This design comes from an exercise in tuning for small area, a short achievable clock period and few clock cycles per item on the open sky130 flow, not from production work. The RTL was checked by simulation tests, not by an equivalence proof against the original design.

## before
==> module RISC_V_Processor_V0, before the edit <==
module RISC_V_Processor_V0(
    input [31:0] command,
    input clk, reset,
    output [31:0] imem_addr,
    output dmem_req,
    output dmem_we,
    output [29:0] dmem_addr,
    output [3:0] dmem_be,
    output [31:0] dmem_wdata,
    input [31:0] dmem_rdata);
    reg  [29:0] pc_f;               
    reg         v_d;
    reg  [31:0] ir_d;
    reg  [29:0] pc_d;
    reg         v_e;
    reg  [31:0] a_e, b_e, x_e;      
    reg  [2:0]  f3_e;
    reg  [2:0]  f3_st_e;            
    reg         alt_e;              
    reg         sub_e;              
    reg         br_e, jalr_e, link_e, ld_e, st_e, wr_e;
    reg  [4:0]  rd_e;
    reg         m_req, m_we;
    reg  [29:0] m_addr;
    reg  [3:0]  m_be;
    reg  [31:0] m_wdata;
    reg         ld_wait, ld_wb;     
    reg  [4:0]  ld_rd;
    reg  [2:0]  ld_f3;
    reg  [1:0]  ld_off;
    assign imem_addr  = {pc_f, 2'b00};
    assign dmem_req   = m_req;
    assign dmem_we    = m_we;
    assign dmem_addr  = m_addr;
    assign dmem_be    = m_be;
    assign dmem_wdata = m_wdata;
    wire [31:0] alu_res;
    wire        alu_taken;
    wire [31:0] ld_val;
    LoadStoreUnit lsu_ld(.rdata(dmem_rdata), .off(ld_off), .funct3(ld_f3), .data_out(ld_val));
    wire        wb_en  = ld_wb ? (ld_rd != 5'd0) : (v_e & wr_e);
    wire [4:0]  wb_rd  = ld_wb ? ld_rd : rd_e;
    wire [31:0] wb_val = ld_wb ? ld_val : (link_e ? x_e : alu_res);
    wire [4:0] rs1 = ir_d[19:15];
    wire [4:0] rs2 = ir_d[24:20];
    wire [31:0] rf_a, rf_b;
    regn RF(.clk(clk), .we(wb_en), .waddr(wb_rd), .wdata(wb_val),
            .raddr1(rs1), .raddr2(rs2), .rdata1(rf_a), .rdata2(rf_b));
    wire [4:0] opc = ir_d[6:2];
    wire [2:0] f3  = ir_d[14:12];
    wire is_lui   = opc == 5'b01101;
    wire is_auipc = opc == 5'b00101;
    wire is_jal   = opc == 5'b11011;
    wire is_jalr  = opc == 5'b11001;
    wire is_br    = opc == 5'b11000;
    wire is_ld    = opc == 5'b00000;
    wire is_st    = opc == 5'b01000;
    wire is_opi   = opc == 5'b00100;
    wire is_op    = opc == 5'b01100;
    wire use1     = ~(is_lui | is_auipc | is_jal);    
    wire use2     = is_op | is_br | is_st;            
    wire [31:0] imm_i = {{21{ir_d[31]}}, ir_d[30:20]};
    wire [31:0] imm_s = {{21{ir_d[31]}}, ir_d[30:25], ir_d[11:7]};
    wire [31:0] imm_b = {{20{ir_d[31]}}, ir_d[7], ir_d[30:25], ir_d[11:8], 1'b0};
    wire [31:0] imm_u = {ir_d[31:12], 12'b0};
    wire [31:0] imm_j = {{12{ir_d[31]}}, ir_d[19:12], ir_d[20], ir_d[30:21], 1'b0};
    wire [29:0] tgt_d = pc_d + (is_jal ? imm_j[31:2] : imm_b[31:2]);
    wire        redir_d = v_d & is_jal;                
    wire cmp_d = ((is_op | is_opi) & (f3 == 3'd2 || f3 == 3'd3)) | is_br;
    wire sub_d = (is_op & ir_d[30] & (f3 == 3'd0)) | cmp_d;
    wire rr2   = is_op | is_br;                        
    wire fwd_a = wb_en & (wb_rd == rs1) & use1;
    wire fwd_b = wb_en & (wb_rd == rs2) & rr2;
    wire fwd_x = wb_en & (wb_rd == rs2) & is_st;
    wire [31:0] a_reg  = is_lui ? 32'd0 : is_auipc ? {pc_d, 2'b00} : rf_a;
    wire [31:0] b_reg  = rr2 ? rf_b : is_st ? imm_s : (is_lui | is_auipc) ? imm_u : imm_i;
    wire [31:0] x_reg  = is_st ? rf_b :
                         (is_jal | is_jalr) ? {pc_f, 2'b00} : {tgt_d, 2'b00};
    wire [31:0] a_next = fwd_a ? wb_val : a_reg;
    wire [31:0] b_next = (fwd_b ? wb_val : b_reg) ^ {32{sub_d}};
    wire [31:0] x_next = fwd_x ? wb_val : x_reg;
    wire [31:0] alu_sum;
    alu ALU(.f3(f3_e), .alt(alt_e), .sub(sub_e), .a(a_e), .b(b_e),
            .sum(alu_sum), .result(alu_res), .taken(alu_taken));
    wire        mispred = v_e & br_e & alu_taken;
    wire        redir_e = mispred | (v_e & jalr_e);
    wire [29:0] tgt_e   = jalr_e ? alu_sum[31:2] : x_e[31:2];
    wire wr_d   = is_op | is_opi | is_lui | is_auipc | is_jal | is_jalr;
    wire dep_ld = (rd_e != 5'd0) & ((use1 & (rs1 == rd_e)) | (use2 & (rs2 == rd_e)) |
                                    (wr_d & (ir_d[11:7] == rd_e)));
    wire stall  = (v_e & ld_e & v_d & (is_ld | dep_ld)) | ld_wait;
    wire [3:0]  st_be;
    wire [31:0] st_data;
    StoreLanes lsu_st(.off(alu_sum[1:0]), .funct3(f3_st_e), .data_in(x_e), .be(st_be), .wdata(st_data));
    always @(posedge clk) begin
        if (reset) begin
            pc_f    <= 30'd0;
            v_d     <= 1'b0;
            v_e     <= 1'b0;
            m_req   <= 1'b0;
            ld_wait <= 1'b0;
            ld_wb   <= 1'b0;
        end else begin
            ld_wait <= v_e & ld_e;
            ld_wb   <= ld_wait;
            m_req   <= v_e & (ld_e | st_e);
            if (redir_e) begin
                pc_f <= tgt_e;
                v_d  <= 1'b0;
                v_e  <= 1'b0;
            end else if (stall) begin
                v_e  <= 1'b0;
            end else begin
                v_e <= v_d;
                if (redir_d) begin
                    pc_f <= tgt_d;
                    v_d  <= 1'b0;
                end else begin
                    pc_f <= pc_f + 30'd1;
                    v_d  <= 1'b1;
                end
            end
        end
    end
    always @(posedge clk) begin
        if (!stall) begin
            ir_d <= command;
            pc_d <= pc_f;
        end
    end
    always @(posedge clk) begin
        begin
            a_e  <= a_next;
            b_e  <= b_next;
            x_e  <= x_next;
            f3_e <= (is_op | is_opi | is_br) ? f3 : 3'd0;
            f3_st_e <= f3;
            alt_e <= (is_op | is_opi) & ir_d[30] & (f3 == 3'd5);
            sub_e <= sub_d;
            br_e   <= is_br;
            jalr_e <= is_jalr;
            link_e <= is_jal | is_jalr;
            ld_e   <= is_ld;
            st_e   <= is_st;
            wr_e   <= wr_d & (ir_d[11:7] != 5'd0);
            rd_e   <= ir_d[11:7];
        end
        begin
            m_we    <= st_e;
            m_addr  <= alu_sum[31:2];
            m_be    <= st_be;
            m_wdata <= st_data;
        end
        if (v_e & ld_e) begin
            ld_rd  <= rd_e;
            ld_f3  <= f3_st_e;
            ld_off <= alu_sum[1:0];
        end
    end
endmodule
export LEC_CHECK = 0
export CAP_MARGIN = 30
export CORE_MARGIN = 2
export CORE_UTILIZATION = 45
export CTS_BUF_LIST = sky130_fd_sc_hd__clkbuf_8
export SLEW_MARGIN = 30
create_clock -name core_clock -period 12.5 [get_ports {clk}]
standard.sh (not shown) runs the stock make flow with config.mk's settings and CLKGATE_MAP_FILE= SYNTH_SCRIPT=/design/flow/synth_recipe.tcl, a recipe that flattens the netlist after the stock synthesis.
==> flow/flow/run.sh <==
#!/bin/bash
set -euo pipefail
bash standard.sh SETUP_SLACK_MARGIN=8.5 finish > flow_make.log 2>&1
Testbench counts of before, summed over its fixed seeds: cycles 35,586, instrs 26,400.
Here is what was changed in the inputs of after compared with before.
-- flow/design.v --
<<< before, line 199
    wire dep_ld = (rd_e != 5'd0) & ((use1 & (rs1 == rd_e)) | (use2 & (rs2 == rd_e)) |
                                    (wr_d & (ir_d[11:7] == rd_e)));
    wire stall  = (v_e & ld_e & v_d & (is_ld | dep_ld)) | ld_wait;
    wire [3:0]  st_be;
    wire [31:0] st_data;
>>> after, line 199
    wire dep_ld = (rd_e != 5'd0) & ((use1 & (rs1 == rd_e)) | (use2 & (rs2 == rd_e)) |
                                    (wr_d & (ir_d[11:7] == rd_e)));
    wire dep_w  = (ld_rd != 5'd0) & ((use1 & (rs1 == ld_rd)) | (use2 & (rs2 == ld_rd)));
    wire stall  = v_d & ((v_e & ld_e & (is_ld | dep_ld)) | (ld_wait & (wr_d | is_ld | dep_w)));
    wire [3:0]  st_be;
    wire [31:0] st_data;
--- outcome ---
- after was carried through to the last stage, and its layout satisfied the timing, DRC and antenna checks.
- Of before and after, after shows the higher pre-CTS worst setup slack, with before below it.
- [after] global-route usage rose 1.7 points relative to before
- Compared with before, after shows a die area that is about 2.2% higher.
- Looking at cell with the largest stage delay on the worst path, the sky130_fd_sc_hd__nor3_1 result is from before; the sky130_fd_sc_hd__buf_4 one comes from after.
- after: design area is 520 um2 higher than what before reported.
- ~same clock network area share in before and after
- after against before: core outline area went up by 2.6%; first-iteration DRC count went up by 11%; post-route worst setup slack went up 5.9 ps.
- after ends up with a fraction of area in non-clock buffers that is 0.26 points lower than in before.
Testbench counts of after, summed over its fixed seeds: cycles 34,779, instrs 26,400.

==> separate check: timing with driven ports <==
The flow's constraints put no driver on any port. The routed layouts listed below were extracted and timed again, unchanged, in two steps. Step 1: set_driving_cell puts a clkbuf_16 on clk and a buf_2 on each other input, an assumption about the parent block. Step 2 also shifts input and output timing later by t, the mid clock arrival at the registers, as if the neighbouring blocks saw the same clock. Three values: no drivers, after step 1, after step 2; two values: the first two.
run	shift t [ns]	setup slack, ns	clock arrival spread, ns	worst register clock-pin slew, ns	worst slew at a driven data input, ns
before	1.041	8.300 / 8.300 / 7.507	0.082 / 0.082	0.07 / 0.07	0.05
after	1.016	8.306 / 8.306 / 7.417	0.104 / 0.104	0.07 / 0.07	0.06
After both steps setup and hold are still met in every run listed. The setup slack of after, which loses most, moves by 0.000 ns with the drivers and by -0.889 ns with both steps.
